Background: an optimization exercise with open tools, aiming at small area and a short achievable clock period. Do not read the settings as production practice.
Function was not checked in any run shown here: the RTL went through the layout flow alone.

## flow/design.v (module list and top-level ports; edited modules follow where they fit)
// module mul_s1: 531 lines
// module mul_s2: 408 lines
// module booth8_enc: 62 lines
// module FLP_multiplier_4: 55 lines
module FLP_multiplier_4(
    input [31:0] A,
    input [31:0] B,
    input rst,
    input clk,
    output [31:0] result
);
  // ...
==> flow/flow/run.sh <==
#!/bin/bash
set -o pipefail
bash standard.sh ADDER_MAP_FILE= "BUFFER_PORTS_ARGS=-buffer_cell sky130_fd_sc_hd__buf_2" finish > flow_make.log 2>&1
==> flow/standard.sh <==
#!/bin/bash
# synth_recipe.tcl (not shown) runs the flow's synth.tcl, then flattens the netlist and writes it again
# the make line also repeats each setting of config.mk as NAME=value (left out here)
make -C /OpenROAD-flow-scripts/flow DESIGN_CONFIG=/design/flow/config.mk WORK_HOME=/design/flow/orfs CLKGATE_MAP_FILE= SYNTH_SCRIPT=/design/flow/synth_recipe.tcl "${@:-finish}"
==> flow/config.mk <==
export PLATFORM = sky130hd
export DESIGN_NAME = FLP_multiplier_4
export DESIGN_NICKNAME = FLP_multiplier_4
export VERILOG_FILES = /design/flow/design.v
export SDC_FILE = /design/flow/constraint.sdc
export NUM_CORES = 4
export LEC_CHECK = 0
export CAP_MARGIN = 20
export CORE_MARGIN = 2
export CORE_UTILIZATION = 40
export SETUP_SLACK_MARGIN = 3.5
export SLEW_MARGIN = 20
==> flow/constraint.sdc <==
create_clock -name core_clock -period 7.0 [get_ports {clk}]
set_input_delay 1.4000 -clock core_clock [delete_from_list [all_inputs] [get_ports {clk}]]
set_output_delay 1.4000 -clock core_clock [all_outputs]
set_load 0.01 [all_outputs]
==> results by group, run 1 <==
Worst setup path
  – Origin of the critical flop-to-flop path: z2[16]$_DFF_P_
  – FF-to-FF path depth: 10
  – Cell-by-cell trace of the critical path: buf_2, a21o_1, a221o_1, a21oi_2, nor3_1, a311oi_1, a21oi_1, nor2_2, o21ai_0, a21o_1, mux2_2
  – Worst stage delay on the critical path: 0.41 ns
  – Buf/Inv on CP: 1

Finish
  – Multi-input gate share of the layout cell area: 63.9%
  – Sequential cell area: 0.00577 mm2
  – Flip-flop count of the largest register, all copies and words added: 110
  – Share of final layout cell area taken by clock buffers and inverters: 4.19%
  – Registers with the most flip-flops: z2 (110), dg1 (39), a3_1 (25)

Synthesis
  – Top cells by count, synth: 486 x sky130_fd_sc_hd__xnor2_1, 288 x sky130_fd_sc_hd__dfxtp_1, 166 x sky130_fd_sc_hd__a221oi_1, 163 x sky130_fd_sc_hd__clkbuf_1, 157 x sky130_fd_sc_hd__a22o_1
  – Synthesized area: 0.0222 mm2
  – Simple-Gate Fraction of Synth Area: 10.3%
  – Count of distinct cell types in the synthesized netlist: 82
  – Xor-xnor portion of the synthesized cell area: 28.2%
  – Syn nets: 2,564
  – Proportion of netlist area held by the largest area contributor: 26.0%

Clock tree
  – Maximum buffer depth of the clock tree: 3
  – Clock tree from TritonCTS: built
  – Clock Latency Late Sink: 0.58 ns

Detailed routing
  – Total number of vias: 18.9k

Min path
  – Hold path cells: 0

Place
  – HPWL after detailed placement: 45,700 um

Global routing
  – GRT met3 Usage: 4.55%
  – Sum of overflow across all layers after global routing: 0

Outcome
  – Outcome: no timing/DRC/antenna violations

STA
  – Fin Setup TNS: 0 ns
  – Total setup violations reported at the end of the flow: 0
  – Min Hold Slack: 0.326 ns
  – Max-slew violation count: 0

Floorplan
  – Number of tap cells added at floorplan: 748
==> run 2, diff against run 1 <==
--- a/flow/design.v
+++ b/flow/design.v
@@ -2,7 +2,7 @@
     input  [22:0] a,
     input  [25:0] a3,
     input  [39:0] dg,
-    output [110:0] z,
+    output [71:0] z,
     output cout
 );
     wire pp1 = ((dg[0] & a[0]) | (dg[2] & a3[0])) ^ dg[4];
@@ -249,425 +249,447 @@
     wire c242 = (pp11 & pp35) | (pp59 & (pp11 ^ pp35));
     wire s243 = (pp83 ^ c236) ^ s241;
     wire c244 = (pp83 & c236) | (s241 & (pp83 ^ c236));
-    wire s245 = (pp12 ^ pp36) ^ pp60;
-    wire c246 = (pp12 & pp36) | (pp60 & (pp12 ^ pp36));
-    wire s247 = pp84 ^ c242;
-    wire c248 = pp84 & c242;
-    wire s249 = (dg[24] ^ pp13) ^ pp37;
-    wire c250 = (dg[24] & pp13) | (pp37 & (dg[24] ^ pp13));
-    wire s251 = (pp61 ^ pp85) ^ pp109;
-    wire c252 = (pp61 & pp85) | (pp109 & (pp61 ^ pp85));
-    wire s253 = c246 ^ s249;
-    wire c254 = c246 & s249;
-    wire s255 = (pp14 ^ pp38) ^ pp62;
-    wire c256 = (pp14 & pp38) | (pp62 & (pp14 ^ pp38));
-    wire s257 = (pp86 ^ pp110) ^ c250;
-    wire c258 = (pp86 & pp110) | (c250 & (pp86 ^ pp110));
-    wire s259 = c252 ^ s255;
-    wire c260 = c252 & s255;
-    wire s261 = (pp15 ^ pp39) ^ pp63;
-    wire c262 = (pp15 & pp39) | (pp63 & (pp15 ^ pp39));
-    wire s263 = (pp87 ^ pp111) ^ c256;
-    wire c264 = (pp87 & pp111) | (c256 & (pp87 ^ pp111));
-    wire s265 = s261 ^ c260;
-    wire c266 = s261 & c260;
-    wire s267 = (dg[29] ^ pp16) ^ pp40;
-    wire c268 = (dg[29] & pp16) | (pp40 & (dg[29] ^ pp16));
-    wire s269 = (pp64 ^ pp88) ^ pp112;
-    wire c270 = (pp64 & pp88) | (pp112 & (pp64 ^ pp88));
-    wire s271 = (pp136 ^ c262) ^ s267;
-    wire c272 = (pp136 & c262) | (s267 & (pp136 ^ c262));
-    wire s273 = s269 ^ c264;
-    wire c274 = s269 & c264;
-    wire s275 = (pp17 ^ pp41) ^ pp65;
-    wire c276 = (pp17 & pp41) | (pp65 & (pp17 ^ pp41));
-    wire s277 = (pp89 ^ pp113) ^ pp137;
-    wire c278 = (pp89 & pp113) | (pp137 & (pp89 ^ pp113));
-    wire s279 = (c268 ^ c270) ^ s275;
-    wire c280 = (c268 & c270) | (s275 & (c268 ^ c270));
-    wire s281 = s277 ^ c272;
-    wire c282 = s277 & c272;
-    wire s283 = (pp18 ^ pp42) ^ pp66;
-    wire c284 = (pp18 & pp42) | (pp66 & (pp18 ^ pp42));
-    wire s285 = (pp90 ^ pp114) ^ pp138;
-    wire c286 = (pp90 & pp114) | (pp138 & (pp90 ^ pp114));
-    wire s287 = (c276 ^ c278) ^ s283;
-    wire c288 = (c276 & c278) | (s283 & (c276 ^ c278));
-    wire s289 = s285 ^ c280;
-    wire c290 = s285 & c280;
-    wire s291 = (dg[34] ^ pp19) ^ pp43;
-    wire c292 = (dg[34] & pp19) | (pp43 & (dg[34] ^ pp19));
-    wire s293 = (pp67 ^ pp91) ^ pp115;
-    wire c294 = (pp67 & pp91) | (pp115 & (pp67 ^ pp91));
-    wire s295 = (pp139 ^ pp163) ^ c284;
-    wire c296 = (pp139 & pp163) | (c284 & (pp139 ^ pp163));
-    wire s297 = (c286 ^ s291) ^ s293;
-    wire c298 = (c286 & s291) | (s293 & (c286 ^ s291));
-    wire s299 = c288 ^ s295;
-    wire c300 = c288 & s295;
-    wire s301 = (pp20 ^ pp44) ^ pp68;
-    wire c302 = (pp20 & pp44) | (pp68 & (pp20 ^ pp44));
-    wire s303 = (pp92 ^ pp116) ^ pp140;
-    wire c304 = (pp92 & pp116) | (pp140 & (pp92 ^ pp116));
-    wire s305 = (pp164 ^ c292) ^ c294;
-    wire c306 = (pp164 & c292) | (c294 & (pp164 ^ c292));
-    wire s307 = (s301 ^ s303) ^ c296;
-    wire c308 = (s301 & s303) | (c296 & (s301 ^ s303));
-    wire s309 = c298 ^ s305;
-    wire c310 = c298 & s305;
-    wire s311 = (pp21 ^ pp45) ^ pp69;
-    wire c312 = (pp21 & pp45) | (pp69 & (pp21 ^ pp45));
-    wire s313 = (pp93 ^ pp117) ^ pp141;
-    wire c314 = (pp93 & pp117) | (pp141 & (pp93 ^ pp117));
-    wire s315 = (pp165 ^ c302) ^ c304;
-    wire c316 = (pp165 & c302) | (c304 & (pp165 ^ c302));
-    wire s317 = (s311 ^ s313) ^ c306;
-    wire c318 = (s311 & s313) | (c306 & (s311 ^ s313));
-    wire s319 = s315 ^ c310;
-    wire c320 = s315 & c310;
-    wire s321 = (dg[39] ^ pp22) ^ pp46;
-    wire c322 = (dg[39] & pp22) | (pp46 & (dg[39] ^ pp22));
-    wire s323 = (pp70 ^ pp94) ^ pp118;
-    wire c324 = (pp70 & pp94) | (pp118 & (pp70 ^ pp94));
-    wire s325 = (pp142 ^ pp166) ^ pp190;
-    wire c326 = (pp142 & pp166) | (pp190 & (pp142 ^ pp166));
-    wire s327 = (c312 ^ c314) ^ s321;
-    wire c328 = (c312 & c314) | (s321 & (c312 ^ c314));
-    wire s329 = (s323 ^ s325) ^ c316;
-    wire c330 = (s323 & s325) | (c316 & (s323 ^ s325));
-    wire s331 = s327 ^ c318;
-    wire c332 = s327 & c318;
-    wire s333 = (pp23 ^ pp47) ^ pp71;
-    wire c334 = (pp23 & pp47) | (pp71 & (pp23 ^ pp47));
-    wire s335 = (pp95 ^ pp119) ^ pp143;
-    wire c336 = (pp95 & pp119) | (pp143 & (pp95 ^ pp119));
-    wire s337 = (pp167 ^ pp191) ^ c322;
-    wire c338 = (pp167 & pp191) | (c322 & (pp167 ^ pp191));
-    wire s339 = (c324 ^ c326) ^ s333;
-    wire c340 = (c324 & c326) | (s333 & (c324 ^ c326));
-    wire s341 = (s335 ^ c328) ^ s337;
-    wire c342 = (s335 & c328) | (s337 & (s335 ^ c328));
-    wire s343 = s339 ^ c330;
-    wire c344 = s339 & c330;
-    wire s345 = (pp24 ^ pp48) ^ pp72;
-    wire c346 = (pp24 & pp48) | (pp72 & (pp24 ^ pp48));
-    wire s347 = (pp96 ^ pp120) ^ pp144;
-    wire c348 = (pp96 & pp120) | (pp144 & (pp96 ^ pp120));
-    wire s349 = (pp168 ^ pp192) ^ c334;
-    wire c350 = (pp168 & pp192) | (c334 & (pp168 ^ pp192));
-    wire s351 = (c336 ^ s345) ^ s347;
-    wire c352 = (c336 & s345) | (s347 & (c336 ^ s345));
-    wire s353 = (c338 ^ c340) ^ s349;
-    wire c354 = (c338 & c340) | (s349 & (c338 ^ c340));
-    wire s355 = s351 ^ c342;
-    wire c356 = s351 & c342;
-    wire s357 = (a[0] ^ pp25) ^ pp49;
-    wire c358 = (a[0] & pp25) | (pp49 & (a[0] ^ pp25));
-    wire s359 = (pp73 ^ pp97) ^ pp121;
-    wire c360 = (pp73 & pp97) | (pp121 & (pp73 ^ pp97));
-    wire s361 = (pp145 ^ pp169) ^ pp193;
-    wire c362 = (pp145 & pp169) | (pp193 & (pp145 ^ pp169));
+    wire s245 = c238 ^ c240;
+    wire c246 = c238 & c240;
+    wire s247 = (pp12 ^ pp36) ^ pp60;
+    wire c248 = (pp12 & pp36) | (pp60 & (pp12 ^ pp36));
+    wire s249 = (pp84 ^ c242) ^ s247;
+    wire c250 = (pp84 & c242) | (s247 & (pp84 ^ c242));
+    wire s251 = c244 ^ s249;
+    wire c252 = c244 & s249;
+    wire s253 = (dg[24] ^ pp13) ^ pp37;
+    wire c254 = (dg[24] & pp13) | (pp37 & (dg[24] ^ pp13));
+    wire s255 = (pp61 ^ pp85) ^ pp109;
+    wire c256 = (pp61 & pp85) | (pp109 & (pp61 ^ pp85));
+    wire s257 = (c248 ^ s253) ^ s255;
+    wire c258 = (c248 & s253) | (s255 & (c248 ^ s253));
+    wire s259 = c250 ^ s257;
+    wire c260 = c250 & s257;
+    wire s261 = (pp14 ^ pp38) ^ pp62;
+    wire c262 = (pp14 & pp38) | (pp62 & (pp14 ^ pp38));
+    wire s263 = (pp86 ^ pp110) ^ c254;
+    wire c264 = (pp86 & pp110) | (c254 & (pp86 ^ pp110));
+    wire s265 = (c256 ^ s261) ^ c258;
+    wire c266 = (c256 & s261) | (c258 & (c256 ^ s261));
+    wire s267 = s263 ^ c260;
+    wire c268 = s263 & c260;
+    wire s269 = (pp15 ^ pp39) ^ pp63;
+    wire c270 = (pp15 & pp39) | (pp63 & (pp15 ^ pp39));
+    wire s271 = (pp87 ^ pp111) ^ c262;
+    wire c272 = (pp87 & pp111) | (c262 & (pp87 ^ pp111));
+    wire s273 = (s269 ^ c264) ^ s271;
+    wire c274 = (s269 & c264) | (s271 & (s269 ^ c264));
+    wire s275 = c268 ^ c266;
+    wire c276 = c268 & c266;
+    wire s277 = (dg[29] ^ pp16) ^ pp40;
+    wire c278 = (dg[29] & pp16) | (pp40 & (dg[29] ^ pp16));
+    wire s279 = (pp64 ^ pp88) ^ pp112;
+    wire c280 = (pp64 & pp88) | (pp112 & (pp64 ^ pp88));
+    wire s281 = (pp136 ^ c270) ^ s277;
+    wire c282 = (pp136 & c270) | (s277 & (pp136 ^ c270));
+    wire s283 = (s279 ^ c272) ^ s281;
+    wire c284 = (s279 & c272) | (s281 & (s279 ^ c272));
+    wire s285 = c274 ^ s283;
+    wire c286 = c274 & s283;
+    wire s287 = (pp17 ^ pp41) ^ pp65;
+    wire c288 = (pp17 & pp41) | (pp65 & (pp17 ^ pp41));
+    wire s289 = (pp89 ^ pp113) ^ pp137;
+    wire c290 = (pp89 & pp113) | (pp137 & (pp89 ^ pp113));
+    wire s291 = (c278 ^ c280) ^ s287;
+    wire c292 = (c278 & c280) | (s287 & (c278 ^ c280));
+    wire s293 = (s289 ^ c282) ^ s291;
+    wire c294 = (s289 & c282) | (s291 & (s289 ^ c282));
+    wire s295 = c284 ^ s293;
+    wire c296 = c284 & s293;
+    wire s297 = (pp18 ^ pp42) ^ pp66;
+    wire c298 = (pp18 & pp42) | (pp66 & (pp18 ^ pp42));
+    wire s299 = (pp90 ^ pp114) ^ pp138;
+    wire c300 = (pp90 & pp114) | (pp138 & (pp90 ^ pp114));
+    wire s301 = (c288 ^ c290) ^ s297;
+    wire c302 = (c288 & c290) | (s297 & (c288 ^ c290));
+    wire s303 = (s299 ^ c292) ^ s301;
+    wire c304 = (s299 & c292) | (s301 & (s299 ^ c292));
+    wire s305 = c294 ^ s303;
+    wire c306 = c294 & s303;
+    wire s307 = (dg[34] ^ pp19) ^ pp43;
+    wire c308 = (dg[34] & pp19) | (pp43 & (dg[34] ^ pp19));
+    wire s309 = (pp67 ^ pp91) ^ pp115;
+    wire c310 = (pp67 & pp91) | (pp115 & (pp67 ^ pp91));
+    wire s311 = (pp139 ^ pp163) ^ c298;
+    wire c312 = (pp139 & pp163) | (c298 & (pp139 ^ pp163));
+    wire s313 = (c300 ^ s307) ^ s309;
+    wire c314 = (c300 & s307) | (s309 & (c300 ^ s307));
+    wire s315 = (c302 ^ s311) ^ s313;
+    wire c316 = (c302 & s311) | (s313 & (c302 ^ s311));
+    wire s317 = c304 ^ s315;
+    wire c318 = c304 & s315;
+    wire s319 = (pp20 ^ pp44) ^ pp68;
+    wire c320 = (pp20 & pp44) | (pp68 & (pp20 ^ pp44));
+    wire s321 = (pp92 ^ pp116) ^ pp140;
+    wire c322 = (pp92 & pp116) | (pp140 & (pp92 ^ pp116));
+    wire s323 = (pp164 ^ c308) ^ c310;
+    wire c324 = (pp164 & c308) | (c310 & (pp164 ^ c308));
+    wire s325 = (s319 ^ s321) ^ c312;
+    wire c326 = (s319 & s321) | (c312 & (s319 ^ s321));
+    wire s327 = (c314 ^ s323) ^ s325;
+    wire c328 = (c314 & s323) | (s325 & (c314 ^ s323));
+    wire s329 = c316 ^ c318;
+    wire c330 = c316 & c318;
+    wire s331 = (pp21 ^ pp45) ^ pp69;
+    wire c332 = (pp21 & pp45) | (pp69 & (pp21 ^ pp45));
+    wire s333 = (pp93 ^ pp117) ^ pp141;
+    wire c334 = (pp93 & pp117) | (pp141 & (pp93 ^ pp117));
+    wire s335 = (pp165 ^ c320) ^ c322;
+    wire c336 = (pp165 & c320) | (c322 & (pp165 ^ c320));
+    wire s337 = (s331 ^ s333) ^ c324;
+    wire c338 = (s331 & s333) | (c324 & (s331 ^ s333));
+    wire s339 = (s335 ^ c326) ^ s337;
+    wire c340 = (s335 & c326) | (s337 & (s335 ^ c326));
+    wire s341 = c328 ^ c330;
+    wire c342 = c328 & c330;
+    wire s343 = (dg[39] ^ pp22) ^ pp46;
+    wire c344 = (dg[39] & pp22) | (pp46 & (dg[39] ^ pp22));
+    wire s345 = (pp70 ^ pp94) ^ pp118;
+    wire c346 = (pp70 & pp94) | (pp118 & (pp70 ^ pp94));
+    wire s347 = (pp142 ^ pp166) ^ pp190;
+    wire c348 = (pp142 & pp166) | (pp190 & (pp142 ^ pp166));
+    wire s349 = (c332 ^ c334) ^ s343;
+    wire c350 = (c332 & c334) | (s343 & (c332 ^ c334));
+    wire s351 = (s345 ^ s347) ^ c336;
+    wire c352 = (s345 & s347) | (c336 & (s345 ^ s347));
+    wire s353 = (s349 ^ c338) ^ s351;
+    wire c354 = (s349 & c338) | (s351 & (s349 ^ c338));
+    wire s355 = c340 ^ s353;
+    wire c356 = c340 & s353;
+    wire s357 = (pp23 ^ pp47) ^ pp71;
+    wire c358 = (pp23 & pp47) | (pp71 & (pp23 ^ pp47));
+    wire s359 = (pp95 ^ pp119) ^ pp143;
+    wire c360 = (pp95 & pp119) | (pp143 & (pp95 ^ pp119));
+    wire s361 = (pp167 ^ pp191) ^ c344;
+    wire c362 = (pp167 & pp191) | (c344 & (pp167 ^ pp191));
     wire s363 = (c346 ^ c348) ^ s357;
     wire c364 = (c346 & c348) | (s357 & (c346 ^ c348));
-    wire s365 = (s359 ^ s361) ^ c350;
-    wire c366 = (s359 & s361) | (c350 & (s359 ^ s361));
-    wire s367 = (c352 ^ s363) ^ c354;
-    wire c368 = (c352 & s363) | (c354 & (c352 ^ s363));
-    wire s369 = (a[1] ^ pp26) ^ pp50;
-    wire c370 = (a[1] & pp26) | (pp50 & (a[1] ^ pp26));
-    wire s371 = (pp74 ^ pp98) ^ pp122;
-    wire c372 = (pp74 & pp98) | (pp122 & (pp74 ^ pp98));
-    wire s373 = (pp146 ^ pp170) ^ pp194;
-    wire c374 = (pp146 & pp170) | (pp194 & (pp146 ^ pp170));
-    wire s375 = (c358 ^ c360) ^ c362;
-    wire c376 = (c358 & c360) | (c362 & (c358 ^ c360));
-    wire s377 = (s369 ^ s371) ^ s373;
-    wire c378 = (s369 & s371) | (s373 & (s369 ^ s371));
-    wire s379 = (c364 ^ s375) ^ s377;
-    wire c380 = (c364 & s375) | (s377 & (c364 ^ s375));
-    wire s381 = (a[2] ^ nn27) ^ pp51;
-    wire c382 = (a[2] & nn27) | (pp51 & (a[2] ^ nn27));
-    wire s383 = (pp75 ^ pp99) ^ pp123;
-    wire c384 = (pp75 & pp99) | (pp123 & (pp75 ^ pp99));
-    wire s385 = (pp147 ^ pp171) ^ pp195;
-    wire c386 = (pp147 & pp171) | (pp195 & (pp147 ^ pp171));
-    wire s387 = (c370 ^ c372) ^ c374;
-    wire c388 = (c370 & c372) | (c374 & (c370 ^ c372));
-    wire s389 = (s381 ^ s383) ^ s385;
-    wire c390 = (s381 & s383) | (s385 & (s381 ^ s383));
-    wire s391 = (c376 ^ c378) ^ s387;
-    wire c392 = (c376 & c378) | (s387 & (c376 ^ c378));
-    wire s393 = (a[3] ^ pp52) ^ pp76;
-    wire c394 = (a[3] & pp52) | (pp76 & (a[3] ^ pp52));
-    wire s395 = (pp100 ^ pp124) ^ pp148;
-    wire c396 = (pp100 & pp124) | (pp148 & (pp100 ^ pp124));
-    wire s397 = (pp172 ^ pp196) ^ c382;
-    wire c398 = (pp172 & pp196) | (c382 & (pp172 ^ pp196));
-    wire s399 = (c384 ^ c386) ^ s393;
-    wire c400 = (c384 & c386) | (s393 & (c384 ^ c386));
-    wire s401 = (s395 ^ c388) ^ c390;
-    wire c402 = (s395 & c388) | (c390 & (s395 ^ c388));
-    wire s403 = s397 ^ s399;
-    wire c404 = s397 & s399;
-    wire s405 = (a[4] ^ pp53) ^ pp77;
-    wire c406 = (a[4] & pp53) | (pp77 & (a[4] ^ pp53));
-    wire s407 = (pp101 ^ pp125) ^ pp149;
-    wire c408 = (pp101 & pp125) | (pp149 & (pp101 ^ pp125));
-    wire s409 = (pp173 ^ pp197) ^ c394;
-    wire c410 = (pp173 & pp197) | (c394 & (pp173 ^ pp197));
-    wire s411 = (c396 ^ s405) ^ s407;
-    wire c412 = (c396 & s405) | (s407 & (c396 ^ s405));
-    wire s413 = (c398 ^ c400) ^ s409;
-    wire c414 = (c398 & c400) | (s409 & (c398 ^ c400));
-    wire s415 = s411 ^ c404;
-    wire c416 = s411 & c404;
-    wire s417 = (a[5] ^ nn54) ^ pp78;
-    wire c418 = (a[5] & nn54) | (pp78 & (a[5] ^ nn54));
-    wire s419 = (pp102 ^ pp126) ^ pp150;
-    wire c420 = (pp102 & pp126) | (pp150 & (pp102 ^ pp126));
-    wire s421 = (pp174 ^ pp198) ^ c406;
-    wire c422 = (pp174 & pp198) | (c406 & (pp174 ^ pp198));
-    wire s423 = (c408 ^ s417) ^ s419;
-    wire c424 = (c408 & s417) | (s419 & (c408 ^ s417));
-    wire s425 = (c410 ^ c412) ^ s421;
-    wire c426 = (c410 & c412) | (s421 & (c410 ^ c412));
-    wire s427 = s423 ^ c416;
-    wire c428 = s423 & c416;
-    wire s429 = (a[6] ^ pp79) ^ pp103;
-    wire c430 = (a[6] & pp79) | (pp103 & (a[6] ^ pp79));
-    wire s431 = (pp127 ^ pp151) ^ pp175;
-    wire c432 = (pp127 & pp151) | (pp175 & (pp127 ^ pp151));
-    wire s433 = (pp199 ^ c418) ^ c420;
-    wire c434 = (pp199 & c418) | (c420 & (pp199 ^ c418));
-    wire s435 = (s429 ^ s431) ^ c422;
-    wire c436 = (s429 & s431) | (c422 & (s429 ^ s431));
-    wire s437 = (c424 ^ s433) ^ c426;
-    wire c438 = (c424 & s433) | (c426 & (c424 ^ s433));
-    wire s439 = (a[7] ^ pp80) ^ pp104;
-    wire c440 = (a[7] & pp80) | (pp104 & (a[7] ^ pp80));
-    wire s441 = (pp128 ^ pp152) ^ pp176;
-    wire c442 = (pp128 & pp152) | (pp176 & (pp128 ^ pp152));
-    wire s443 = (pp200 ^ c430) ^ c432;
-    wire c444 = (pp200 & c430) | (c432 & (pp200 ^ c430));
-    wire s445 = (s439 ^ s441) ^ c434;
-    wire c446 = (s439 & s441) | (c434 & (s439 ^ s441));
-    wire s447 = s443 ^ c436;
-    wire c448 = s443 & c436;
-    wire s449 = (a[8] ^ nn81) ^ pp105;
-    wire c450 = (a[8] & nn81) | (pp105 & (a[8] ^ nn81));
-    wire s451 = (pp129 ^ pp153) ^ pp177;
-    wire c452 = (pp129 & pp153) | (pp177 & (pp129 ^ pp153));
-    wire s453 = (pp201 ^ c440) ^ c442;
-    wire c454 = (pp201 & c440) | (c442 & (pp201 ^ c440));
-    wire s455 = (s449 ^ s451) ^ c444;
-    wire c456 = (s449 & s451) | (c444 & (s449 ^ s451));
-    wire s457 = s453 ^ c446;
-    wire c458 = s453 & c446;
-    wire s459 = (a[9] ^ pp106) ^ pp130;
-    wire c460 = (a[9] & pp106) | (pp130 & (a[9] ^ pp106));
-    wire s461 = (pp154 ^ pp178) ^ pp202;
-    wire c462 = (pp154 & pp178) | (pp202 & (pp154 ^ pp178));
-    wire s463 = (c450 ^ c452) ^ s459;
-    wire c464 = (c450 & c452) | (s459 & (c450 ^ c452));
-    wire s465 = (s461 ^ c454) ^ s463;
-    wire c466 = (s461 & c454) | (s463 & (s461 ^ c454));
-    wire s467 = (a[10] ^ pp107) ^ pp131;
-    wire c468 = (a[10] & pp107) | (pp131 & (a[10] ^ pp107));
-    wire s469 = (pp155 ^ pp179) ^ pp203;
-    wire c470 = (pp155 & pp179) | (pp203 & (pp155 ^ pp179));
-    wire s471 = (c460 ^ c462) ^ s467;
-    wire c472 = (c460 & c462) | (s467 & (c460 ^ c462));
-    wire s473 = s469 ^ c464;
-    wire c474 = s469 & c464;
-    wire s475 = (a[11] ^ nn108) ^ pp132;
-    wire c476 = (a[11] & nn108) | (pp132 & (a[11] ^ nn108));
-    wire s477 = (pp156 ^ pp180) ^ pp204;
-    wire c478 = (pp156 & pp180) | (pp204 & (pp156 ^ pp180));
-    wire s479 = (c468 ^ c470) ^ s475;
-    wire c480 = (c468 & c470) | (s475 & (c468 ^ c470));
-    wire s481 = s477 ^ c472;
-    wire c482 = s477 & c472;
-    wire s483 = (a[12] ^ pp133) ^ pp157;
-    wire c484 = (a[12] & pp133) | (pp157 & (a[12] ^ pp133));
-    wire s485 = (pp181 ^ pp205) ^ c476;
-    wire c486 = (pp181 & pp205) | (c476 & (pp181 ^ pp205));
-    wire s487 = (c478 ^ s483) ^ c480;
-    wire c488 = (c478 & s483) | (c480 & (c478 ^ s483));
-    wire s489 = (a[13] ^ pp134) ^ pp158;
-    wire c490 = (a[13] & pp134) | (pp158 & (a[13] ^ pp134));
-    wire s491 = (pp182 ^ pp206) ^ c484;
-    wire c492 = (pp182 & pp206) | (c484 & (pp182 ^ pp206));
-    wire s493 = s489 ^ c486;
-    wire c494 = s489 & c486;
-    wire s495 = (a[14] ^ nn135) ^ pp159;
-    wire c496 = (a[14] & nn135) | (pp159 & (a[14] ^ nn135));
-    wire s497 = (pp183 ^ pp207) ^ c490;
-    wire c498 = (pp183 & pp207) | (c490 & (pp183 ^ pp207));
-    wire s499 = s495 ^ c492;
-    wire c500 = s495 & c492;
-    wire s501 = (a[15] ^ pp160) ^ pp184;
-    wire c502 = (a[15] & pp160) | (pp184 & (a[15] ^ pp160));
-    wire s503 = (pp208 ^ c496) ^ s501;
-    wire c504 = (pp208 & c496) | (s501 & (pp208 ^ c496));
-    wire s505 = (a[16] ^ pp161) ^ pp185;
-    wire c506 = (a[16] & pp161) | (pp185 & (a[16] ^ pp161));
-    wire s507 = pp209 ^ c502;
-    wire c508 = pp209 & c502;
-    wire s509 = (a[17] ^ nn162) ^ pp186;
-    wire c510 = (a[17] & nn162) | (pp186 & (a[17] ^ nn162));
-    wire s511 = pp210 ^ c506;
-    wire c512 = pp210 & c506;
-    wire s513 = (a[18] ^ pp187) ^ pp211;
-    wire c514 = (a[18] & pp187) | (pp211 & (a[18] ^ pp187));
-    wire s515 = a[19] ^ pp188;
-    wire c516 = a[19] & pp188;
-    wire s517 = a[20] ^ nn189;
-    wire c518 = a[20] & nn189;
-    wire [9:0] lr0 = {s237, c230, s227, s225, c220, c218, pp28, pp3, pp2, dg[4]};
-    wire [9:0] lr1 = {s239, s233, s229, s223, s221, s219, s217, 1'b0, 1'b0, pp1};
-    wire [10:0] lsum = {1'b0, lr0} + {1'b0, lr1};
-    assign cout = lsum[10];
-    assign z = {nn216, pp215, a[22], pp214, c518, a[21], c516, pp213, s517, c514, s515, pp212, c512, s513, c510, s511, c508, s509, c504, s507, s505, c500, s503, c498, s499, c494, s497, c488, s493, s491, s487, c482, s485, s481, c474, s479, c466, s473, s471, s465, c458, c456, s457, c448, s455, c438, s447, s445, s437, c428, s435, s427, s425, c414, s415, s413, c402, s401, c392, s403, s391, c380, s389, c368, s379, c366, s367, c356, s365, s355, c344, s353, s343, c332, s341, s331, s329, c320, s317, s319, c308, s307, s309, c300, s299, c290, s297, s289, c282, s287, s281, c274, s279, s273, s271, c266, s265, s263, c258, s257, s259, c254, s253, c248, s251, c244, s247, s245, s243, c240, c238};
+    wire s365 = (s359 ^ c350) ^ s361;
+    wire c366 = (s359 & c350) | (s361 & (s359 ^ c350));
+    wire s367 = (s363 ^ c352) ^ s365;
+    wire c368 = (s363 & c352) | (s365 & (s363 ^ c352));
+    wire s369 = c354 ^ s367;
+    wire c370 = c354 & s367;
+    wire s371 = (pp24 ^ pp48) ^ pp72;
+    wire c372 = (pp24 & pp48) | (pp72 & (pp24 ^ pp48));
+    wire s373 = (pp96 ^ pp120) ^ pp144;
+    wire c374 = (pp96 & pp120) | (pp144 & (pp96 ^ pp120));
+    wire s375 = (pp168 ^ pp192) ^ c358;
+    wire c376 = (pp168 & pp192) | (c358 & (pp168 ^ pp192));
+    wire s377 = (c360 ^ s371) ^ s373;
+    wire c378 = (c360 & s371) | (s373 & (c360 ^ s371));
+    wire s379 = (c362 ^ c364) ^ s375;
+    wire c380 = (c362 & c364) | (s375 & (c362 ^ c364));
+    wire s381 = (s377 ^ c366) ^ s379;
+    wire c382 = (s377 & c366) | (s379 & (s377 ^ c366));
+    wire s383 = c368 ^ s381;
+    wire c384 = c368 & s381;
+    wire s385 = (a[0] ^ pp25) ^ pp49;
+    wire c386 = (a[0] & pp25) | (pp49 & (a[0] ^ pp25));
+    wire s387 = (pp73 ^ pp97) ^ pp121;
+    wire c388 = (pp73 & pp97) | (pp121 & (pp73 ^ pp97));
+    wire s389 = (pp145 ^ pp169) ^ pp193;
+    wire c390 = (pp145 & pp169) | (pp193 & (pp145 ^ pp169));
+    wire s391 = (c372 ^ c374) ^ s385;
+    wire c392 = (c372 & c374) | (s385 & (c372 ^ c374));
+    wire s393 = (s387 ^ s389) ^ c376;
+    wire c394 = (s387 & s389) | (c376 & (s387 ^ s389));
+    wire s395 = (c378 ^ s391) ^ c380;
+    wire c396 = (c378 & s391) | (c380 & (c378 ^ s391));
+    wire s397 = (s393 ^ c382) ^ s395;
+    wire c398 = (s393 & c382) | (s395 & (s393 ^ c382));
+    wire s399 = (a[1] ^ pp26) ^ pp50;
+    wire c400 = (a[1] & pp26) | (pp50 & (a[1] ^ pp26));
+    wire s401 = (pp74 ^ pp98) ^ pp122;
+    wire c402 = (pp74 & pp98) | (pp122 & (pp74 ^ pp98));
+    wire s403 = (pp146 ^ pp170) ^ pp194;
+    wire c404 = (pp146 & pp170) | (pp194 & (pp146 ^ pp170));
+    wire s405 = (c386 ^ c388) ^ c390;
+    wire c406 = (c386 & c388) | (c390 & (c386 ^ c388));
+    wire s407 = (s399 ^ s401) ^ s403;
+    wire c408 = (s399 & s401) | (s403 & (s399 ^ s401));
+    wire s409 = (c392 ^ s405) ^ s407;
+    wire c410 = (c392 & s405) | (s407 & (c392 ^ s405));
+    wire s411 = (c394 ^ s409) ^ c396;
+    wire c412 = (c394 & s409) | (c396 & (c394 ^ s409));
+    wire s413 = (a[2] ^ nn27) ^ pp51;
+    wire c414 = (a[2] & nn27) | (pp51 & (a[2] ^ nn27));
+    wire s415 = (pp75 ^ pp99) ^ pp123;
+    wire c416 = (pp75 & pp99) | (pp123 & (pp75 ^ pp99));
+    wire s417 = (pp147 ^ pp171) ^ pp195;
+    wire c418 = (pp147 & pp171) | (pp195 & (pp147 ^ pp171));
+    wire s419 = (c400 ^ c402) ^ c404;
+    wire c420 = (c400 & c402) | (c404 & (c400 ^ c402));
+    wire s421 = (s413 ^ s415) ^ s417;
+    wire c422 = (s413 & s415) | (s417 & (s413 ^ s415));
+    wire s423 = (c406 ^ c408) ^ s419;
+    wire c424 = (c406 & c408) | (s419 & (c406 ^ c408));
+    wire s425 = (s421 ^ c410) ^ s423;
+    wire c426 = (s421 & c410) | (s423 & (s421 ^ c410));
+    wire s427 = (a[3] ^ pp52) ^ pp76;
+    wire c428 = (a[3] & pp52) | (pp76 & (a[3] ^ pp52));
+    wire s429 = (pp100 ^ pp124) ^ pp148;
+    wire c430 = (pp100 & pp124) | (pp148 & (pp100 ^ pp124));
+    wire s431 = (pp172 ^ pp196) ^ c414;
+    wire c432 = (pp172 & pp196) | (c414 & (pp172 ^ pp196));
+    wire s433 = (c416 ^ c418) ^ s427;
+    wire c434 = (c416 & c418) | (s427 & (c416 ^ c418));
+    wire s435 = (s429 ^ c420) ^ c422;
+    wire c436 = (s429 & c420) | (c422 & (s429 ^ c420));
+    wire s437 = (s431 ^ s433) ^ c424;
+    wire c438 = (s431 & s433) | (c424 & (s431 ^ s433));
+    wire s439 = s435 ^ c426;
+    wire c440 = s435 & c426;
+    wire s441 = (a[4] ^ pp53) ^ pp77;
+    wire c442 = (a[4] & pp53) | (pp77 & (a[4] ^ pp53));
+    wire s443 = (pp101 ^ pp125) ^ pp149;
+    wire c444 = (pp101 & pp125) | (pp149 & (pp101 ^ pp125));
+    wire s445 = (pp173 ^ pp197) ^ c428;
+    wire c446 = (pp173 & pp197) | (c428 & (pp173 ^ pp197));
+    wire s447 = (c430 ^ s441) ^ s443;
+    wire c448 = (c430 & s441) | (s443 & (c430 ^ s441));
+    wire s449 = (c432 ^ c434) ^ s445;
+    wire c450 = (c432 & c434) | (s445 & (c432 ^ c434));
+    wire s451 = (s447 ^ c436) ^ s449;
+    wire c452 = (s447 & c436) | (s449 & (s447 ^ c436));
+    wire s453 = c438 ^ s451;
+    wire c454 = c438 & s451;
+    wire s455 = (a[5] ^ nn54) ^ pp78;
+    wire c456 = (a[5] & nn54) | (pp78 & (a[5] ^ nn54));
+    wire s457 = (pp102 ^ pp126) ^ pp150;
+    wire c458 = (pp102 & pp126) | (pp150 & (pp102 ^ pp126));
+    wire s459 = (pp174 ^ pp198) ^ c442;
+    wire c460 = (pp174 & pp198) | (c442 & (pp174 ^ pp198));
+    wire s461 = (c444 ^ s455) ^ s457;
+    wire c462 = (c444 & s455) | (s457 & (c444 ^ s455));
+    wire s463 = (c446 ^ c448) ^ s459;
+    wire c464 = (c446 & c448) | (s459 & (c446 ^ c448));
+    wire s465 = (s461 ^ c450) ^ s463;
+    wire c466 = (s461 & c450) | (s463 & (s461 ^ c450));
+    wire s467 = c452 ^ s465;
+    wire c468 = c452 & s465;
+    wire s469 = (a[6] ^ pp79) ^ pp103;
+    wire c470 = (a[6] & pp79) | (pp103 & (a[6] ^ pp79));
+    wire s471 = (pp127 ^ pp151) ^ pp175;
+    wire c472 = (pp127 & pp151) | (pp175 & (pp127 ^ pp151));
+    wire s473 = (pp199 ^ c456) ^ c458;
+    wire c474 = (pp199 & c456) | (c458 & (pp199 ^ c456));
+    wire s475 = (s469 ^ s471) ^ c460;
+    wire c476 = (s469 & s471) | (c460 & (s469 ^ s471));
+    wire s477 = (c462 ^ s473) ^ c464;
+    wire c478 = (c462 & s473) | (c464 & (c462 ^ s473));
+    wire s479 = (s475 ^ c466) ^ s477;
+    wire c480 = (s475 & c466) | (s477 & (s475 ^ c466));
+    wire s481 = (a[7] ^ pp80) ^ pp104;
+    wire c482 = (a[7] & pp80) | (pp104 & (a[7] ^ pp80));
+    wire s483 = (pp128 ^ pp152) ^ pp176;
+    wire c484 = (pp128 & pp152) | (pp176 & (pp128 ^ pp152));
+    wire s485 = (pp200 ^ c470) ^ c472;
+    wire c486 = (pp200 & c470) | (c472 & (pp200 ^ c470));
+    wire s487 = (s481 ^ s483) ^ c474;
+    wire c488 = (s481 & s483) | (c474 & (s481 ^ s483));
+    wire s489 = (s485 ^ c476) ^ s487;
+    wire c490 = (s485 & c476) | (s487 & (s485 ^ c476));
+    wire s491 = c478 ^ s489;
+    wire c492 = c478 & s489;
+    wire s493 = (a[8] ^ nn81) ^ pp105;
+    wire c494 = (a[8] & nn81) | (pp105 & (a[8] ^ nn81));
+    wire s495 = (pp129 ^ pp153) ^ pp177;
+    wire c496 = (pp129 & pp153) | (pp177 & (pp129 ^ pp153));
+    wire s497 = (pp201 ^ c482) ^ c484;
+    wire c498 = (pp201 & c482) | (c484 & (pp201 ^ c482));
+    wire s499 = (s493 ^ s495) ^ c486;
+    wire c500 = (s493 & s495) | (c486 & (s493 ^ s495));
+    wire s501 = (s497 ^ c488) ^ s499;
+    wire c502 = (s497 & c488) | (s499 & (s497 ^ c488));
+    wire s503 = c490 ^ s501;
+    wire c504 = c490 & s501;
+    wire s505 = (a[9] ^ pp106) ^ pp130;
+    wire c506 = (a[9] & pp106) | (pp130 & (a[9] ^ pp106));
+    wire s507 = (pp154 ^ pp178) ^ pp202;
+    wire c508 = (pp154 & pp178) | (pp202 & (pp154 ^ pp178));
+    wire s509 = (c494 ^ c496) ^ s505;
+    wire c510 = (c494 & c496) | (s505 & (c494 ^ c496));
+    wire s511 = (s507 ^ c498) ^ s509;
+    wire c512 = (s507 & c498) | (s509 & (s507 ^ c498));
+    wire s513 = (c500 ^ s511) ^ c502;
+    wire c514 = (c500 & s511) | (c502 & (c500 ^ s511));
+    wire s515 = (a[10] ^ pp107) ^ pp131;
+    wire c516 = (a[10] & pp107) | (pp131 & (a[10] ^ pp107));
+    wire s517 = (pp155 ^ pp179) ^ pp203;
+    wire c518 = (pp155 & pp179) | (pp203 & (pp155 ^ pp179));
+    wire s519 = (c506 ^ c508) ^ s515;
+    wire c520 = (c506 & c508) | (s515 & (c506 ^ c508));
+    wire s521 = (s517 ^ c510) ^ s519;
+    wire c522 = (s517 & c510) | (s519 & (s517 ^ c510));
+    wire s523 = c512 ^ s521;
+    wire c524 = c512 & s521;
+    wire s525 = (a[11] ^ nn108) ^ pp132;
+    wire c526 = (a[11] & nn108) | (pp132 & (a[11] ^ nn108));
+    wire s527 = (pp156 ^ pp180) ^ pp204;
+    wire c528 = (pp156 & pp180) | (pp204 & (pp156 ^ pp180));
+    wire s529 = (c516 ^ c518) ^ s525;
+    wire c530 = (c516 & c518) | (s525 & (c516 ^ c518));
+    wire s531 = (s527 ^ c520) ^ s529;
+    wire c532 = (s527 & c520) | (s529 & (s527 ^ c520));
+    wire s533 = c522 ^ s531;
+    wire c534 = c522 & s531;
+    wire s535 = (a[12] ^ pp133) ^ pp157;
+    wire c536 = (a[12] & pp133) | (pp157 & (a[12] ^ pp133));
+    wire s537 = (pp181 ^ pp205) ^ c526;
+    wire c538 = (pp181 & pp205) | (c526 & (pp181 ^ pp205));
+    wire s539 = (c528 ^ s535) ^ c530;
+    wire c540 = (c528 & s535) | (c530 & (c528 ^ s535));
+    wire s541 = (s537 ^ c532) ^ s539;
+    wire c542 = (s537 & c532) | (s539 & (s537 ^ c532));
+    wire s543 = (a[13] ^ pp134) ^ pp158;
+    wire c544 = (a[13] & pp134) | (pp158 & (a[13] ^ pp134));
+    wire s545 = (pp182 ^ pp206) ^ c536;
+    wire c546 = (pp182 & pp206) | (c536 & (pp182 ^ pp206));
+    wire s547 = (s543 ^ c538) ^ s545;
+    wire c548 = (s543 & c538) | (s545 & (s543 ^ c538));
+    wire s549 = c540 ^ s547;
+    wire c550 = c540 & s547;
+    wire s551 = (a[14] ^ nn135) ^ pp159;
+    wire c552 = (a[14] & nn135) | (pp159 & (a[14] ^ nn135));
+    wire s553 = (pp183 ^ pp207) ^ c544;
+    wire c554 = (pp183 & pp207) | (c544 & (pp183 ^ pp207));
+    wire s555 = (s551 ^ c546) ^ s553;
+    wire c556 = (s551 & c546) | (s553 & (s551 ^ c546));
+    wire s557 = c548 ^ s555;
+    wire c558 = c548 & s555;
+    wire s559 = (a[15] ^ pp160) ^ pp184;
+    wire c560 = (a[15] & pp160) | (pp184 & (a[15] ^ pp160));
+    wire s561 = (pp208 ^ c552) ^ s559;
+    wire c562 = (pp208 & c552) | (s559 & (pp208 ^ c552));
+    wire s563 = (c554 ^ s561) ^ c556;
+    wire c564 = (c554 & s561) | (c556 & (c554 ^ s561));
+    wire s565 = (a[16] ^ pp161) ^ pp185;
+    wire c566 = (a[16] & pp161) | (pp185 & (a[16] ^ pp161));
+    wire s567 = (pp209 ^ c560) ^ s565;
+    wire c568 = (pp209 & c560) | (s565 & (pp209 ^ c560));
+    wire s569 = c562 ^ s567;
+    wire c570 = c562 & s567;
+    wire s571 = (a[17] ^ nn162) ^ pp186;
+    wire c572 = (a[17] & nn162) | (pp186 & (a[17] ^ nn162));
+    wire s573 = (pp210 ^ c566) ^ s571;
+    wire c574 = (pp210 & c566) | (s571 & (pp210 ^ c566));
+    wire s575 = c568 ^ s573;
+    wire c576 = c568 & s573;
+    wire s577 = (a[18] ^ pp187) ^ pp211;
+    wire c578 = (a[18] & pp187) | (pp211 & (a[18] ^ pp187));
+    wire s579 = (c572 ^ s577) ^ c574;
+    wire c580 = (c572 & s577) | (c574 & (c572 ^ s577));
+    wire s581 = (a[19] ^ pp188) ^ pp212;
+    wire c582 = (a[19] & pp188) | (pp212 & (a[19] ^ pp188));
+    wire s583 = c578 ^ s581;
+    wire c584 = c578 & s581;
+    wire s585 = (a[20] ^ nn189) ^ pp213;
+    wire c586 = (a[20] & nn189) | (pp213 & (a[20] ^ nn189));
+    wire s587 = c582 ^ s585;
+    wire c588 = c582 & s585;
+    wire s589 = (a[21] ^ pp214) ^ c586;
+    wire c590 = (a[21] & pp214) | (c586 & (a[21] ^ pp214));
+    wire s591 = a[22] ^ pp215;
+    wire c592 = a[22] & pp215;
+    wire [11:0] lr0 = {c246, s243, s237, c230, s227, s225, c220, c218, pp28, pp3, pp2, dg[4]};
+    wire [11:0] lr1 = {s251, s245, s239, s233, s229, s223, s221, s219, s217, 1'b0, 1'b0, pp1};
+    wire [12:0] lsum = {1'b0, lr0} + {1'b0, lr1};
+    assign cout = lsum[12];
+    assign z = {c592, nn216, c590, s591, s589, c588, s587, c584, c580, s583, s579, c576, s575, c570, c564, s569, s563, c558, s557, c550, c542, s549, s541, c534, s533, c524, c514, s523, s513, c504, s503, c492, c480, s491, s479, c468, s467, c454, s453, c440, s439, s437, c412, s425, s411, c398, s397, c384, s383, c370, s369, c356, s355, c342, s341, s339, s329, s327, s317, c306, s305, c296, s295, c286, s285, c276, s275, s273, s267, s265, s259, c252};
 endmodule
 module mul_s2(
-    input  [110:0] z,
+    input  [71:0] z,
     input  cin,
     output hi,
     output [22:0] ml,
     output [22:0] mh,
     output [22:0] m
 );
-    wire s519 = (z[0] ^ z[1]) ^ z[2];
-    wire c520 = (z[0] & z[1]) | (z[2] & (z[0] ^ z[1]));
-    wire s521 = (z[3] ^ z[4]) ^ z[5];
-    wire c522 = (z[3] & z[4]) | (z[5] & (z[3] ^ z[4]));
-    wire s523 = (z[6] ^ z[7]) ^ z[8];
-    wire c524 = (z[6] & z[7]) | (z[8] & (z[6] ^ z[7]));
-    wire s525 = (z[9] ^ z[10]) ^ z[11];
-    wire c526 = (z[9] & z[10]) | (z[11] & (z[9] ^ z[10]));
-    wire s527 = (z[12] ^ z[13]) ^ z[14];
-    wire c528 = (z[12] & z[13]) | (z[14] & (z[12] ^ z[13]));
-    wire s529 = (z[15] ^ z[16]) ^ z[17];
-    wire c530 = (z[15] & z[16]) | (z[17] & (z[15] ^ z[16]));
-    wire s531 = (z[18] ^ z[19]) ^ z[20];
-    wire c532 = (z[18] & z[19]) | (z[20] & (z[18] ^ z[19]));
-    wire s533 = (z[21] ^ z[22]) ^ z[23];
-    wire c534 = (z[21] & z[22]) | (z[23] & (z[21] ^ z[22]));
-    wire s535 = (z[24] ^ z[25]) ^ z[26];
-    wire c536 = (z[24] & z[25]) | (z[26] & (z[24] ^ z[25]));
-    wire s537 = (z[27] ^ z[28]) ^ z[29];
-    wire c538 = (z[27] & z[28]) | (z[29] & (z[27] ^ z[28]));
-    wire s539 = (z[30] ^ z[31]) ^ z[32];
-    wire c540 = (z[30] & z[31]) | (z[32] & (z[30] ^ z[31]));
-    wire s541 = (z[33] ^ z[34]) ^ z[35];
-    wire c542 = (z[33] & z[34]) | (z[35] & (z[33] ^ z[34]));
-    wire s543 = (z[36] ^ z[37]) ^ z[38];
-    wire c544 = (z[36] & z[37]) | (z[38] & (z[36] ^ z[37]));
-    wire s545 = (1'b1 ^ c542) ^ s543;
-    wire c546 = (1'b1 & c542) | (s543 & (1'b1 ^ c542));
-    wire s547 = (z[39] ^ z[40]) ^ z[41];
-    wire c548 = (z[39] & z[40]) | (z[41] & (z[39] ^ z[40]));
-    wire s549 = c544 ^ s547;
-    wire c550 = c544 & s547;
-    wire s551 = (z[42] ^ z[43]) ^ z[44];
-    wire c552 = (z[42] & z[43]) | (z[44] & (z[42] ^ z[43]));
-    wire s553 = c548 ^ s551;
-    wire c554 = c548 & s551;
-    wire s555 = (z[45] ^ z[46]) ^ z[47];
-    wire c556 = (z[45] & z[46]) | (z[47] & (z[45] ^ z[46]));
-    wire s557 = c552 ^ s555;
-    wire c558 = c552 & s555;
-    wire s559 = (z[48] ^ z[49]) ^ z[50];
-    wire c560 = (z[48] & z[49]) | (z[50] & (z[48] ^ z[49]));
-    wire s561 = (1'b1 ^ c556) ^ s559;
-    wire c562 = (1'b1 & c556) | (s559 & (1'b1 ^ c556));
-    wire s563 = (z[51] ^ z[52]) ^ z[53];
-    wire c564 = (z[51] & z[52]) | (z[53] & (z[51] ^ z[52]));
-    wire s565 = (1'b1 ^ c560) ^ s563;
-    wire c566 = (1'b1 & c560) | (s563 & (1'b1 ^ c560));
-    wire s567 = (z[54] ^ z[55]) ^ z[56];
-    wire c568 = (z[54] & z[55]) | (z[56] & (z[54] ^ z[55]));
-    wire s569 = (1'b1 ^ c564) ^ s567;
-    wire c570 = (1'b1 & c564) | (s567 & (1'b1 ^ c564));
-    wire s571 = (z[57] ^ z[58]) ^ z[59];
-    wire c572 = (z[57] & z[58]) | (z[59] & (z[57] ^ z[58]));
-    wire s573 = c568 ^ s571;
-    wire c574 = c568 & s571;
-    wire s575 = (z[60] ^ z[61]) ^ z[62];
-    wire c576 = (z[60] & z[61]) | (z[62] & (z[60] ^ z[61]));
-    wire s577 = (1'b1 ^ c572) ^ s575;
-    wire c578 = (1'b1 & c572) | (s575 & (1'b1 ^ c572));
-    wire s579 = (z[63] ^ z[64]) ^ z[65];
-    wire c580 = (z[63] & z[64]) | (z[65] & (z[63] ^ z[64]));
-    wire s581 = (1'b1 ^ c576) ^ s579;
-    wire c582 = (1'b1 & c576) | (s579 & (1'b1 ^ c576));
-    wire s583 = (z[66] ^ z[67]) ^ z[68];
-    wire c584 = (z[66] & z[67]) | (z[68] & (z[66] ^ z[67]));
-    wire s585 = c580 ^ s583;
-    wire c586 = c580 & s583;
-    wire s587 = (z[69] ^ z[70]) ^ z[71];
-    wire c588 = (z[69] & z[70]) | (z[71] & (z[69] ^ z[70]));
-    wire s589 = (1'b1 ^ c584) ^ s587;
-    wire c590 = (1'b1 & c584) | (s587 & (1'b1 ^ c584));
-    wire s591 = (z[72] ^ z[73]) ^ z[74];
-    wire c592 = (z[72] & z[73]) | (z[74] & (z[72] ^ z[73]));
-    wire s593 = (1'b1 ^ c588) ^ s591;
-    wire c594 = (1'b1 & c588) | (s591 & (1'b1 ^ c588));
-    wire s595 = (z[75] ^ z[76]) ^ z[77];
-    wire c596 = (z[75] & z[76]) | (z[77] & (z[75] ^ z[76]));
-    wire s597 = c592 ^ s595;
-    wire c598 = c592 & s595;
-    wire s599 = (z[78] ^ z[79]) ^ z[80];
-    wire c600 = (z[78] & z[79]) | (z[80] & (z[78] ^ z[79]));
-    wire s601 = (1'b1 ^ c596) ^ s599;
-    wire c602 = (1'b1 & c596) | (s599 & (1'b1 ^ c596));
-    wire s603 = (z[81] ^ z[82]) ^ z[83];
-    wire c604 = (z[81] & z[82]) | (z[83] & (z[81] ^ z[82]));
-    wire s605 = (1'b1 ^ c600) ^ s603;
-    wire c606 = (1'b1 & c600) | (s603 & (1'b1 ^ c600));
-    wire s607 = (z[84] ^ z[85]) ^ z[86];
-    wire c608 = (z[84] & z[85]) | (z[86] & (z[84] ^ z[85]));
-    wire s609 = c604 ^ s607;
-    wire c610 = c604 & s607;
-    wire s611 = (z[87] ^ z[88]) ^ z[89];
-    wire c612 = (z[87] & z[88]) | (z[89] & (z[87] ^ z[88]));
-    wire s613 = (1'b1 ^ c608) ^ s611;
-    wire c614 = (1'b1 & c608) | (s611 & (1'b1 ^ c608));
-    wire s615 = (z[90] ^ z[91]) ^ z[92];
-    wire c616 = (z[90] & z[91]) | (z[92] & (z[90] ^ z[91]));
-    wire s617 = (1'b1 ^ c612) ^ s615;
-    wire c618 = (1'b1 & c612) | (s615 & (1'b1 ^ c612));
-    wire s619 = (z[93] ^ z[94]) ^ z[95];
-    wire c620 = (z[93] & z[94]) | (z[95] & (z[93] ^ z[94]));
-    wire s621 = c616 ^ s619;
-    wire c622 = c616 & s619;
-    wire s623 = (z[96] ^ z[97]) ^ z[98];
-    wire c624 = (z[96] & z[97]) | (z[98] & (z[96] ^ z[97]));
-    wire s625 = (1'b1 ^ c620) ^ s623;
-    wire c626 = (1'b1 & c620) | (s623 & (1'b1 ^ c620));
-    wire s627 = (z[99] ^ z[100]) ^ z[101];
-    wire c628 = (z[99] & z[100]) | (z[101] & (z[99] ^ z[100]));
-    wire s629 = (1'b1 ^ c624) ^ s627;
-    wire c630 = (1'b1 & c624) | (s627 & (1'b1 ^ c624));
-    wire s631 = (z[102] ^ z[103]) ^ z[104];
-    wire c632 = (z[102] & z[103]) | (z[104] & (z[102] ^ z[103]));
-    wire s633 = c628 ^ s631;
-    wire c634 = c628 & s631;
-    wire s635 = (z[105] ^ z[106]) ^ z[107];
-    wire c636 = (z[105] & z[106]) | (z[107] & (z[105] ^ z[106]));
-    wire s637 = (1'b1 ^ c632) ^ s635;
-    wire c638 = (1'b1 & c632) | (s635 & (1'b1 ^ c632));
-    wire s639 = (z[108] ^ z[109]) ^ 1'b1;
-    wire c640 = (z[108] & z[109]) | (1'b1 & (z[108] ^ z[109]));
-    wire s641 = c636 ^ s639;
-    wire c642 = c636 & s639;
-    wire s643 = (z[110] ^ 1'b1) ^ c640;
-    wire c644 = (z[110] & 1'b1) | (c640 & (z[110] ^ 1'b1));
-    wire [47:10] x = {c642, s641, c634, s633, c626, c622, s621, c614, c610, s609, c602, c598, s597, c590, c586, s585, c578, c574, s573, c566, c562, c558, c554, c550, s549, s545, c540, c538, c536, c534, c532, c530, c528, c526, c524, c522, c520, cin};
-    wire [47:10] y = {s643, c638, s637, c630, s629, s625, c618, s617, s613, c606, s605, s601, c594, s593, s589, c582, s581, s577, c570, s569, s565, s561, s557, s553, c546, 1'b0, s541, s539, s537, s535, s533, s531, s529, s527, s525, s523, s521, s519};
-    wire [15:0] lp = x[24:10] + y[24:10];
-    wire [15:0] lhi = lp + 16'd4096;
-    wire kp = lp[15], khi = lhi[15];
+    wire s593 = z[0] ^ z[1];
+    wire c594 = z[0] & z[1];
+    wire s595 = z[2] ^ z[3];
+    wire c596 = z[2] & z[3];
+    wire s597 = z[4] ^ z[5];
+    wire c598 = z[4] & z[5];
+    wire s599 = z[6] ^ z[7];
+    wire c600 = z[6] & z[7];
+    wire s601 = z[8] ^ z[9];
+    wire c602 = z[8] & z[9];
+    wire s603 = z[10] ^ z[11];
+    wire c604 = z[10] & z[11];
+    wire s605 = z[12] ^ z[13];
+    wire c606 = z[12] & z[13];
+    wire s607 = z[14] ^ z[15];
+    wire c608 = z[14] & z[15];
+    wire s609 = z[16] ^ z[17];
+    wire c610 = z[16] & z[17];
+    wire s611 = z[18] ^ z[19];
+    wire c612 = z[18] & z[19];
+    wire s613 = (z[20] ^ z[21]) ^ 1'b1;
+    wire c614 = (z[20] & z[21]) | (1'b1 & (z[20] ^ z[21]));
+    wire s615 = c612 ^ s613;
+    wire c616 = c612 & s613;
+    wire s617 = (z[22] ^ z[23]) ^ c614;
+    wire c618 = (z[22] & z[23]) | (c614 & (z[22] ^ z[23]));
+    wire s619 = z[24] ^ z[25];
+    wire c620 = z[24] & z[25];
+    wire s621 = z[26] ^ z[27];
+    wire c622 = z[26] & z[27];
+    wire s623 = (z[28] ^ z[29]) ^ 1'b1;
+    wire c624 = (z[28] & z[29]) | (1'b1 & (z[28] ^ z[29]));
+    wire s625 = (z[30] ^ z[31]) ^ 1'b1;
+    wire c626 = (z[30] & z[31]) | (1'b1 & (z[30] ^ z[31]));
+    wire s627 = (z[32] ^ z[33]) ^ 1'b1;
+    wire c628 = (z[32] & z[33]) | (1'b1 & (z[32] ^ z[33]));
+    wire s629 = z[34] ^ z[35];
+    wire c630 = z[34] & z[35];
+    wire s631 = (z[36] ^ z[37]) ^ 1'b1;
+    wire c632 = (z[36] & z[37]) | (1'b1 & (z[36] ^ z[37]));
+    wire s633 = (z[38] ^ z[39]) ^ 1'b1;
+    wire c634 = (z[38] & z[39]) | (1'b1 & (z[38] ^ z[39]));
+    wire s635 = z[40] ^ z[41];
+    wire c636 = z[40] & z[41];
+    wire s637 = (z[42] ^ z[43]) ^ 1'b1;
+    wire c638 = (z[42] & z[43]) | (1'b1 & (z[42] ^ z[43]));
+    wire s639 = (z[44] ^ z[45]) ^ 1'b1;
+    wire c640 = (z[44] & z[45]) | (1'b1 & (z[44] ^ z[45]));
+    wire s641 = z[46] ^ z[47];
+    wire c642 = z[46] & z[47];
+    wire s643 = (z[48] ^ z[49]) ^ 1'b1;
+    wire c644 = (z[48] & z[49]) | (1'b1 & (z[48] ^ z[49]));
+    wire s645 = (z[50] ^ z[51]) ^ 1'b1;
+    wire c646 = (z[50] & z[51]) | (1'b1 & (z[50] ^ z[51]));
+    wire s647 = z[52] ^ z[53];
+    wire c648 = z[52] & z[53];
+    wire s649 = (z[54] ^ z[55]) ^ 1'b1;
+    wire c650 = (z[54] & z[55]) | (1'b1 & (z[54] ^ z[55]));
+    wire s651 = (z[56] ^ z[57]) ^ 1'b1;
+    wire c652 = (z[56] & z[57]) | (1'b1 & (z[56] ^ z[57]));
+    wire s653 = z[58] ^ z[59];
+    wire c654 = z[58] & z[59];
+    wire s655 = (z[60] ^ z[61]) ^ 1'b1;
+    wire c656 = (z[60] & z[61]) | (1'b1 & (z[60] ^ z[61]));
+    wire s657 = (z[62] ^ z[63]) ^ 1'b1;
+    wire c658 = (z[62] & z[63]) | (1'b1 & (z[62] ^ z[63]));
+    wire s659 = z[64] ^ z[65];
+    wire c660 = z[64] & z[65];
+    wire s661 = (z[66] ^ z[67]) ^ 1'b1;
+    wire c662 = (z[66] & z[67]) | (1'b1 & (z[66] ^ z[67]));
+    wire s663 = (z[68] ^ z[69]) ^ 1'b1;
+    wire c664 = (z[68] & z[69]) | (1'b1 & (z[68] ^ z[69]));
+    wire s665 = (z[70] ^ z[71]) ^ 1'b1;
+    wire c666 = (z[70] & z[71]) | (1'b1 & (z[70] ^ z[71]));
+    wire [47:12] x = {c664, c662, c660, s659, c656, c654, s653, c650, c648, s647, c644, c642, s641, c638, c636, s635, c632, c630, s629, c626, c624, c622, c620, s619, c616, s615, c610, c608, c606, c604, c602, c600, c598, c596, c594, cin};
+    wire [47:12] y = {s665, s663, s661, c658, s657, s655, c652, s651, s649, c646, s645, s643, c640, s639, s637, c634, s633, s631, c628, s627, s625, s623, s621, c618, s617, 1'b0, s611, s609, s607, s605, s603, s601, s599, s597, s595, s593};
+    wire [13:0] lp = x[24:12] + y[24:12];
+    wire [13:0] lhi = lp + 14'd1024;
+    wire kp = lp[13], khi = lhi[13];
     wire g25_25 = x[25] & y[25];
     wire p25_25 = x[25] ^ y[25];
     wire g26_26 = x[26] & y[26];
@@ -882,16 +904,16 @@
     wire P46_25 = P46_31 & P30_25;
     wire G47_25 = G47_32 | (P47_32 & G31_25);
     wire P47_25 = P47_32 & P31_25;
-    wire [12:0] lz = x[21:10] + y[21:10];
-    wire c22 = lz[12];    
+    wire [10:0] lz = x[21:12] + y[21:12];
+    wire c22 = lz[10];    
     wire [46:22] xp = x[46:22] ^ y[46:22];
     wire [46:22] xo = x[46:22] | y[46:22];
     wire zero = (xp[22] == c22) & (xp[46:23] == xo[45:22]);
     wire plo47 = (p47_47 ^ (G46_25 | (P46_25 & kp)));
     assign hi = plo47 & ~zero;
-    assign ml[0] = lp[13];
-    assign mh[0] = lhi[14];
-    assign ml[1] = lp[14];
+    assign ml[0] = lp[11];
+    assign mh[0] = lhi[12];
+    assign ml[1] = lp[12];
     assign mh[1] = (p25_25 ^ khi);
     assign ml[2] = (p25_25 ^ kp);
     assign mh[2] = (p26_26 ^ (g25_25 | (p25_25 & khi)));
@@ -1024,10 +1046,10 @@
     booth8_enc enc(.b(B[22:0]), .dg(dg0));
     reg [39:0] dg1;
     always @(posedge clk) dg1 <= dg0;
-    wire [110:0] z;
+    wire [71:0] z;
     wire zc;
     mul_s1 st1(.a(a1), .a3(a3_1), .dg(dg1), .z(z), .cout(zc));
-    reg [110:0] z2;
+    reg [71:0] z2;
     reg c2;
     reg [7:0] e2;
     reg sg2;
@@ -1041,16 +1063,8 @@
     wire [22:0] m, ml, mh;
     mul_s2 st2(.z(z2), .cin(c2), .hi(hi), .ml(ml), .mh(mh), .m(m));
     wire [7:0] e2i = e2 + 8'd1;
-    reg [22:0] ml3, mh3;
-    reg [7:0] e3, e3i;
-    reg hi3, sg3;
-    always @(posedge clk) begin
-        ml3 <= ml;
-        mh3 <= mh;
-        e3 <= e2;
-        e3i <= e2i;
-        hi3 <= hi;
-        sg3 <= sg2;
-    end
-    assign result = {sg3, hi3 ? e3i : e3, hi3 ? mh3 : ml3};
+    wire [7:0] e = hi ? e2i : e2;
+    reg [31:0] r3;
+    always @(posedge clk) r3 <= {sg2, e, m};
+    assign result = r3;
 endmodule
==> results by group, run 2 <==
Clock tree
  – Clock tree from TritonCTS: built (unchanged)
  – Clock Latency Late Sink: 0.56 ns (was 0.58 ns)
  – Number of buffers inserted for hold repair after clock tree synthesis: 0 (unchanged)
  – Maximum buffer depth of the clock tree: 3 (unchanged)

Detailed routing
  – Total number of vias: 20.2k (was 18.9k)
  – Detailed-route wire length per cell: 20.6 um (was 20.2 um)

Synthesis
  – Synthesized area: 0.0215 mm2 (was 0.0222 mm2)
  – Count of distinct cell types in the synthesized netlist: 85 (was 82)
  – Post-synthesis sequential area ratio: 20.2% (was 26.0%)
  – Leading cell type by number of instances after synthesis: sky130_fd_sc_hd__xnor2_1 (unchanged)
  – Syn nets: 2,754 (was 2,564)
  – Proportion of netlist area held by the largest area contributor: 21.2% (was 26.0%)
  – Top cells by count, synth: 520 x sky130_fd_sc_hd__xnor2_1, 217 x sky130_fd_sc_hd__dfxtp_1, 180 x sky130_fd_sc_hd__nand2_1, 173 x sky130_fd_sc_hd__clkbuf_1, 168 x sky130_fd_sc_hd__a22o_1 (was 486 x sky130_fd_sc_hd__xnor2_1, 288 x sky130_fd_sc_hd__dfxtp_1, 166 x sky130_fd_sc_hd__a221oi_1, 163 x sky130_fd_sc_hd__clkbuf_1, 157 x sky130_fd_sc_hd__a22o_1)

Finish
  – Flip-flop count of the largest register, all copies and words added: 71 (was 110)
  – Registers with the most flip-flops: z2 (71), dg1 (39), r3 (32) (was z2 (110), dg1 (39), a3_1 (25))
  – Sequential cell area: 0.00440 mm2 (was 0.00577 mm2)
  – Fillers: 5,230 (was 5,377)

Outcome
  – Outcome: no timing/DRC/antenna violations (unchanged)

Global routing
  – Sum of overflow across all layers after global routing: 0 (unchanged)
  – Pin count of the biggest net entering global routing: 30 (was 32)

Place
  – Count of input and output buffers: 96 (unchanged)
  – HPWL after detailed placement: 48,300 um (was 45,700 um)
  – Post-DP Area: 0.0223 mm2 (was 0.0232 mm2)
  – Routability congestion estimate: 0.951 (was 0.940)

Worst setup path
  – Cell-by-cell trace of the critical path: xor2_4, and3_1, a311oi_2, or4_1, o311a_2, o311ai_4, and4b_1, nor4b_4, buf_4, buf_4, nor3b_2, a211oi_1, o221ai_1 (was buf_2, a21o_1, a221o_1, a21oi_2, nor3_1, a311oi_1, a21oi_1, nor2_2, o21ai_0, a21o_1, mux2_2)
  – Buf/Inv on CP: 2 (was 1)
  – Worst stage delay on the critical path: 0.56 ns (was 0.41 ns)
  – Arr. time, crit path: 3.88 ns (about the same)
  – Critical path class: reg2reg (was in2reg)
  – Largest fanout on the critical path: 17 (was 10)

STA
  – Fin Setup TNS: 0 ns (unchanged)
  – Total setup violations reported at the end of the flow: 0 (unchanged)
  – Max-slew violation count: 0 (unchanged)
[run 2: cell types whose count changed in the layout (fill, tap and decap cells not counted), moves of 22 or more]
cell / before / now
sky130_fd_sc_hd__a21oi_1: 80 / 132
sky130_fd_sc_hd__xnor2_1: 485 / 508
sky130_fd_sc_hd__dfxtp_1: 288 / 180
sky130_fd_sc_hd__nand2_1: 142 / 178
sky130_fd_sc_hd__o21ai_0: 81 / 103
sky130_fd_sc_hd__dfxtp_2: 0 / 33
sky130_fd_sc_hd__mux2_2: 33 / 3
sky130_fd_sc_hd__nor2_1: 116 / 154
[run 2: layer usage]
| metal | vias to the layer above | GRT usage (%) |
|---|---|---|
| met3 | 234 | 5.61 |
| li1 | 9561 | - |
| met2 | 1006 | 36.7 |
| met1 | 9391 | 31.3 |
| met5 | - | 0.693 |
| met4 | 2 | 10.7 |
[run 2: final timing paths]
| check | from | slack (ns) | cells past startpoint | endpoint |
|---|---|---|---|---|
| setup / recovery | z2[19]$_DFF_P_ | 3.55 | 13 | r3[20]$_DFF_P_ |
| hold / removal | s1$_DFF_P_ | 0.33 | 0 | sg2$_DFF_P_ |
| setup reg to reg | z2[19]$_DFF_P_ | 3.55 | 13 | r3[20]$_DFF_P_ |
| hold reg to reg | s1$_DFF_P_ | 0.33 | 0 | sg2$_DFF_P_ |
[run 2: stage by stage]
| step | setup slack [ns] | cells | hold slack (ns) |
|---|---|---|---|
| 6_report | 3.55 | 3340 | 0.326 |
| 5_1_grt | 3.41 | 3340 | 0.334 |
| 4_1_cts | 3.49 | 3336 | 0.326 |
| 3_5_place_dp | 2.45 | 3282 | 0.312 |
| 3_3_place_gp | 2.62 | 3282 | 0.310 |
| 2_1_floorplan | 3.49 | 2688 | 0.310 |
[run 2: kinds of logic (layout without fill, tap and decap cells)]
kind of cell / Yosys count / in the layout / share of synthesized area, %
AO/OA/AOI/OAI: 794 / 794 / 27.4
XOR/XNOR: 667 / 667 / 27.5
adder cells (fa/ha/maj): 131 / 131 / 6.11
buffers and inverters: 304 / 268 / 5.67
flip-flops: 217 / 217 / 20.2
multiplexers: 18 / 18 / 0.857
AND/OR/NAND/NOR: 557 / 557 / 12.3
[run 2: layout make-up]
type,count,area share [%]
clock buffer,29,2.82
clock inverter,19,0.983
inverter,50,0.804
multi-input combinational,2167,68.9
sequential,217,18.5
tap,688,3.62
timing repair buffer,170,4.35
[run 2: timing repair]
item | CTS | global route
endpoints found under the setup margin | 35 | 42
setup buffers | 6 | 4
cloned | 0 | 0
pin swaps | 5 | 3
gates resized for setup | 32 | 92

## re-timing with driven ports
How much do the figures lean on ideal ports? The routed layouts below were timed once more, with nothing changed but the port constraints. Step 1 assumes that a clkbuf_16 drives the clock port and a buf_2 every other input. Step 2 adds t to the input delays and takes it off the output delays; t is the mean of the earliest and latest rising clock arrival at the registers after step 1. Input paths then give back, and output paths get back, about the clock's delay inside the block. a / b / c = ideal ports / drivers / drivers and shift; a / b = the first two.
| run | t (ns) | slack for setup (ns) | worst setup path after step 2 | worst register clock-pin slew, ns | worst slew at a driven data input, ns |
|---|---|---|---|---|---|
| run 1 | 0.633 | 3.589 / 3.612 / 2.979 | input to register | 0.07 / 0.07 | 0.04 |
| run 2 | 0.613 | 3.546 / 3.546 / 3.115 | input to register | 0.06 / 0.06 | 0.05 |
After both steps setup and hold are still met in every run listed. For run 1, which loses most, drivers alone change the setup slack by +0.023 ns; drivers and shift together by -0.610 ns.
